Context: an optimization exercise on an open-source flow, tuned for small area. The choices shown serve that exercise and are no tape-out recipe. The RTL was checked by simulation tests, not by an equivalence proof against the original design. No driver is modelled on the clock port, so clocking that relies on it looks cheaper here than on a real chip. Power figures rest on the tool's default switching activity, not on a simulated workload.

==> flow/design.v <==
module seg_595_dynamic
(
    input   wire        sys_clk     ,
    input   wire        sys_rst_n   ,
    input   wire [19:0] data        ,
    input   wire [5:0]  point       ,
    input   wire        sign        ,
    input   wire        seg_en      ,
    output  reg         ds          ,
    output  reg         shcp        ,
    output  wire        stcp        ,
    output  wire        oe
);
reg     [5:0]   t44     ;
reg     [3:0]   cb      ;
reg     [15:0]  lf      ;
reg             flag    ;    
wire    [1:0]   cnt     = t44[1:0];
wire            tm_end  = (lf == 16'h1af2);
always@(posedge sys_clk or negedge sys_rst_n)
    if(sys_rst_n == 1'b0)
        t44 <= 6'd0;
    else
        t44 <= (t44 == 6'd43) ? 6'd0 : t44 + 6'd1;
always@(posedge sys_clk or negedge sys_rst_n)
    if(sys_rst_n == 1'b0)
        cb <= 4'd0;
    else if(cnt == 2'd3)
        cb <= (cb == 4'd13) ? 4'd0 : cb + 4'd1;
always@(posedge sys_clk or negedge sys_rst_n)
    if(sys_rst_n == 1'b0)
        lf <= 16'h35e4;
    else
        lf <= {lf[14:0], lf[15] ^ lf[13] ^ lf[12] ^ lf[10] ^ tm_end};
always@(posedge sys_clk or negedge sys_rst_n)
    if(sys_rst_n == 1'b0)
        flag <= 1'b0;
    else
        flag <= tm_end;
wire    s_load  = (t44 == 6'd1);     
wire    s_done  = (t44 == 6'd42);    
wire    s_read  = (t44 == 6'd43);    
reg     [23:0]  W       ;
reg             conv    ;
wire            ld_ok   = (data != 20'd0) && (data != 20'd1_000_000);
wire    [3:0]   u       = t44[5:2];          
wire            cstep   = conv && (u != 4'd0) && (u <= 4'd5);
wire    [4:0]   ge      = {5{cstep}} & {u > 4'd4, u > 4'd3, u > 4'd2, u > 4'd1, 1'b1};
wire    [23:0]  A       ;
genvar n;
generate for(n = 0; n < 5; n = n + 1) begin: a3
    wire [3:0] d = W[4*n +: 4];
    wire       e = ge[n];
    assign A[4*n+3] = d[3] | (e & d[2] & (d[1] | d[0]));
    assign A[4*n+2] = (d[2] & ~(e & (d[1] | d[0]))) | (e & d[3] & d[0]);
    assign A[4*n+1] = (d[1] & ~(e & d[2] & ~d[0])) | (e & d[3] & ~d[0]);
    assign A[4*n+0] = (d[0] & ~(e & (d[2] | d[3]))) | (e & ~d[0] & (d[3] | (d[2] & d[1])));
end endgenerate
wire            e5      = conv && (t44 == 6'd23);
assign A[20]    = W[20] & ~(e5 & W[22]);
assign A[21]    = W[21];
assign A[22]    = W[22] & ~(e5 & W[20]);
assign A[23]    = W[23];
always@(posedge sys_clk)
    if(s_load)
        conv <= ld_ok;
always@(posedge sys_clk)
    if(s_load && ld_ok)
        W[21:0] <= {2'b0, data[17:0], 2'b0};   
    else
        W[21:0] <= {A[20:0], cstep ? A[23] : A[21]};
always@(posedge sys_clk)
    if(s_load && ld_ok)
        W[23:22] <= data[19:18];
    else if(cstep)
        W[23:22] <= A[22:21];
function [23:0] digits;
    input [23:0] w;
    input integer r;
    integer b;
    begin
        digits[23:22] = w[23:22];
        for(b = 0; b < 22; b = b + 1)
            digits[b] = w[(b + r) % 22];
    end
endfunction
wire    [23:0]  Wd42    = digits(W, 18);     
wire    [23:0]  Wd43    = digits(W, 19);     
reg     [2:0]   rlv     ;
wire    [5:0]   wnz     ;
genvar g;
generate for(g = 0; g < 6; g = g + 1) begin: nzg
    assign wnz[g] = |Wd42[4*g +: 4];
end endgenerate
always@(posedge sys_clk or negedge sys_rst_n)
    if(sys_rst_n == 1'b0)
        rlv <= 3'd0;
    else if(s_done)
        rlv <= !conv   ? 3'd0 :
               wnz[5]  ? 3'd6 :
               wnz[4]  ? 3'd5 :
               wnz[3]  ? 3'd4 :
               wnz[2]  ? 3'd3 :
               wnz[1]  ? 3'd2 : 3'd1;
reg     [2:0]   lv      ;
reg             sg      ;
reg             zr      ;
wire    [2:0]   plv     = point[5] ? 3'd6 :
                          point[4] ? 3'd5 :
                          point[3] ? 3'd4 :
                          point[2] ? 3'd3 :
                          point[1] ? 3'd2 : 3'd0;
wire            hold    = (rlv == 3'd0) && (plv == 3'd0);
always@(posedge sys_clk or negedge sys_rst_n)
    if(sys_rst_n == 1'b0) begin
        lv <= 3'd6;
        zr <= 1'b1;
    end else if(!hold) begin
        lv <= (rlv > plv) ? rlv : plv;
        zr <= (rlv == 3'd0);
    end
always@(posedge sys_clk)
    if(!hold)
        sg <= sign;
reg     [2:0]   q       ;
wire    [2:0]   c       = (q == 3'd6) ? 3'd0 : q;
reg     [3:0]   S       ;    
reg     [3:0]   data_disp;
reg             dot_disp;
always@(posedge sys_clk or negedge sys_rst_n)
    if(sys_rst_n == 1'b0)
        q <= 3'd6;
    else if(flag)
        q <= (q == 3'd5) ? 3'd0 : (q == 3'd6) ? 3'd1 : q + 3'd1;
always@(posedge sys_clk)
    if(s_read)
        S <= Wd43[4*c +: 4];
always@(posedge sys_clk or negedge sys_rst_n)
    if(sys_rst_n == 1'b0)
        data_disp <= 4'd0;
    else if(seg_en && flag)
        data_disp <= (c < lv)            ? (zr ? 4'd0 : S) :
                     ((c == lv) && sg)   ? 4'd14 : 4'd15;
always@(posedge sys_clk or negedge sys_rst_n)
    if(sys_rst_n == 1'b0)
        dot_disp <= 1'b1;
    else if(flag)
        dot_disp <= ~point[c];
reg     [7:0]   seg     ;
always@(*)
    case(data_disp)
        4'd0:   seg = {dot_disp,7'b100_0000};
        4'd1:   seg = {dot_disp,7'b111_1001};
        4'd2:   seg = {dot_disp,7'b010_0100};
        4'd3:   seg = {dot_disp,7'b011_0000};
        4'd4:   seg = {dot_disp,7'b001_1001};
        4'd5:   seg = {dot_disp,7'b001_0010};
        4'd6:   seg = {dot_disp,7'b000_0010};
        4'd7:   seg = {dot_disp,7'b111_1000};
        4'd8:   seg = {dot_disp,7'b000_0000};
        4'd9:   seg = {dot_disp,7'b001_0000};
        4'd14:  seg = 8'b1011_1111;
        default:seg = 8'b1111_1111;
    endcase
reg     [5:0]   sel     ;
always@(*)
    case(q)
        3'd0:   sel = 6'b100_000;
        3'd1:   sel = 6'b000_001;
        3'd2:   sel = 6'b000_010;
        3'd3:   sel = 6'b000_100;
        3'd4:   sel = 6'b001_000;
        3'd5:   sel = 6'b010_000;
        default:sel = 6'b000_000;
    endcase
wire    [13:0]  sdata   = {seg[0],seg[1],seg[2],seg[3],seg[4],seg[5],seg[6],seg[7],sel};
always@(posedge sys_clk or negedge sys_rst_n)
    if(sys_rst_n == 1'b0)
        ds <= 1'b0;
    else if(cnt == 2'd0)
        ds <= sdata[cb];
always@(posedge sys_clk or negedge sys_rst_n)
    if(sys_rst_n == 1'b0)
        shcp <= 1'b0;
    else
        shcp <= t44[1];
assign stcp = (cb == 4'd0) && (t44[1] ^ t44[0]);
assign oe   = 1'b0;
endmodule
Settings: LEC_CHECK=0, CAP_MARGIN=20, CORE_MARGIN=2, CORE_UTILIZATION=40, SLEW_MARGIN=20; clock period 5.0 ns.
standard.sh (not shown) runs the stock make flow with config.mk's settings and CLKGATE_MAP_FILE= SYNTH_SCRIPT=/design/flow/synth_recipe.tcl, a recipe that flattens the netlist after the stock synthesis.
==> flow/flow/run.sh <==
#!/bin/bash
# Own layout flow: the standard ORFS flow with
#  - input/output port buffers of the smallest buffer cell,
#  - clock tree synthesis without dummy loads, from clkbuf_8 buffers,
#  - after placement resizing, every cell set to the smallest-area variant of
#    its function (later repair steps upsize again where timing needs it).
# Each tool's output goes to the ORFS logs under orfs/logs; make's own output
# goes to flow_make.log here.
set -euo pipefail
W=$(pwd)
export BUFFER_PORTS_ARGS="-buffer_cell sky130_fd_sc_hd__buf_1"
export CTS_ARGS="-sink_clustering_enable -repair_clock_nets -dont_use_dummy_load -buf_list sky130_fd_sc_hd__clkbuf_4"
export POST_RESIZE_TCL="$W/flow/downsize.tcl"
export POST_FLOORPLAN_TCL="$W/flow/restructure.tcl"
export POST_CTS_TCL="$W/flow/clkfix.tcl"
bash standard.sh > "$W/flow_make.log" 2>&1
Other scripts of this flow, unchanged in this note and not shown: flow/flow/clkfix.tcl, flow/flow/downsize.tcl, flow/flow/libfilter.py, flow/flow/restructure.tcl
The first run completed without violations.
==> next run, changes <==
--- a/flow/design.v
+++ b/flow/design.v
@@ -43,9 +43,8 @@
 reg     [23:0]  W       ;
 reg             conv    ;
 wire            ld_ok   = (data != 20'd0) && (data != 20'd1_000_000);
-wire    [3:0]   u       = t44[5:2];          
-wire            cstep   = conv && (u != 4'd0) && (u <= 4'd5);
-wire    [4:0]   ge      = {5{cstep}} & {u > 4'd4, u > 4'd3, u > 4'd2, u > 4'd1, 1'b1};
+wire            cstep   = conv && (t44 >= 6'd2) && (t44 <= 6'd21);
+wire    [4:0]   ge      = {5{cstep}} & {t44 >= 6'd18, t44 >= 6'd14, t44 >= 6'd10, t44 >= 6'd6, 1'b1};
 wire    [23:0]  A       ;
 genvar n;
 generate for(n = 0; n < 5; n = n + 1) begin: a3
@@ -56,7 +55,7 @@
     assign A[4*n+1] = (d[1] & ~(e & d[2] & ~d[0])) | (e & d[3] & ~d[0]);
     assign A[4*n+0] = (d[0] & ~(e & (d[2] | d[3]))) | (e & ~d[0] & (d[3] | (d[2] & d[1])));
 end endgenerate
-wire            e5      = conv && (t44 == 6'd23);
+wire            e5      = conv && (t44 == 6'd21);
 assign A[20]    = W[20] & ~(e5 & W[22]);
 assign A[21]    = W[21];
 assign A[22]    = W[22] & ~(e5 & W[20]);
@@ -66,7 +65,7 @@
         conv <= ld_ok;
 always@(posedge sys_clk)
     if(s_load && ld_ok)
-        W[21:0] <= {2'b0, data[17:0], 2'b0};   
+        W[21:0] <= {data[17:0], 4'b0};
     else
         W[21:0] <= {A[20:0], cstep ? A[23] : A[21]};
 always@(posedge sys_clk)
@@ -84,8 +83,8 @@
             digits[b] = w[(b + r) % 22];
     end
 endfunction
-wire    [23:0]  Wd42    = digits(W, 18);     
-wire    [23:0]  Wd43    = digits(W, 19);     
+wire    [23:0]  Wd42    = digits(W, 20);     
+wire    [23:0]  Wd43    = digits(W, 21);     
 reg     [2:0]   rlv     ;
 wire    [5:0]   wnz     ;
 genvar g;
Setup slack gets worse by 0.25 ns.
Core utilization shrinks by 1.2 points.
Area after synthesis grows by about 3.5%.
Die area grows by 3.4%.
Flip-flop and latch count does not change.
Power grows by 1.4%.
Critical path depth grows by 1.
Wire length grows by about 0.6%.

-- port drivers added, routing unchanged --
No port has a modelled driver above. Below, the same layouts with a new extraction and two added sets of constraints.
Step 1: set_driving_cell puts a clkbuf_16 on sys_clk and a buf_2 on each other input, an assumption about the parent block.
Step 2 times the ports against the registers' clock, not the clock port: input delays grow and output delays shrink by t, the midpoint of the rising clock arrivals with the driver on.
Three values: ideal ports, drivers, drivers and shift; two values: the first two.
| run | shift t [ns] | slack for setup (ns) | worst setup path after step 2 | latest minus earliest clock arrival (ns) | pins driven straight from the clock port |
|---|---|---|---|---|---|
| the first run | 0.426 | 2.040 / 2.050 / 1.623 | input to register | 0.035 / 0.035 | 1 |
| the second run | 0.436 | 1.791 / 1.801 / 1.365 | input to register | 0.027 / 0.027 | 1 |
After both steps every run listed still meets setup and hold. For the second run, which loses most, drivers alone change the setup slack by +0.010 ns; drivers and shift together by -0.426 ns.
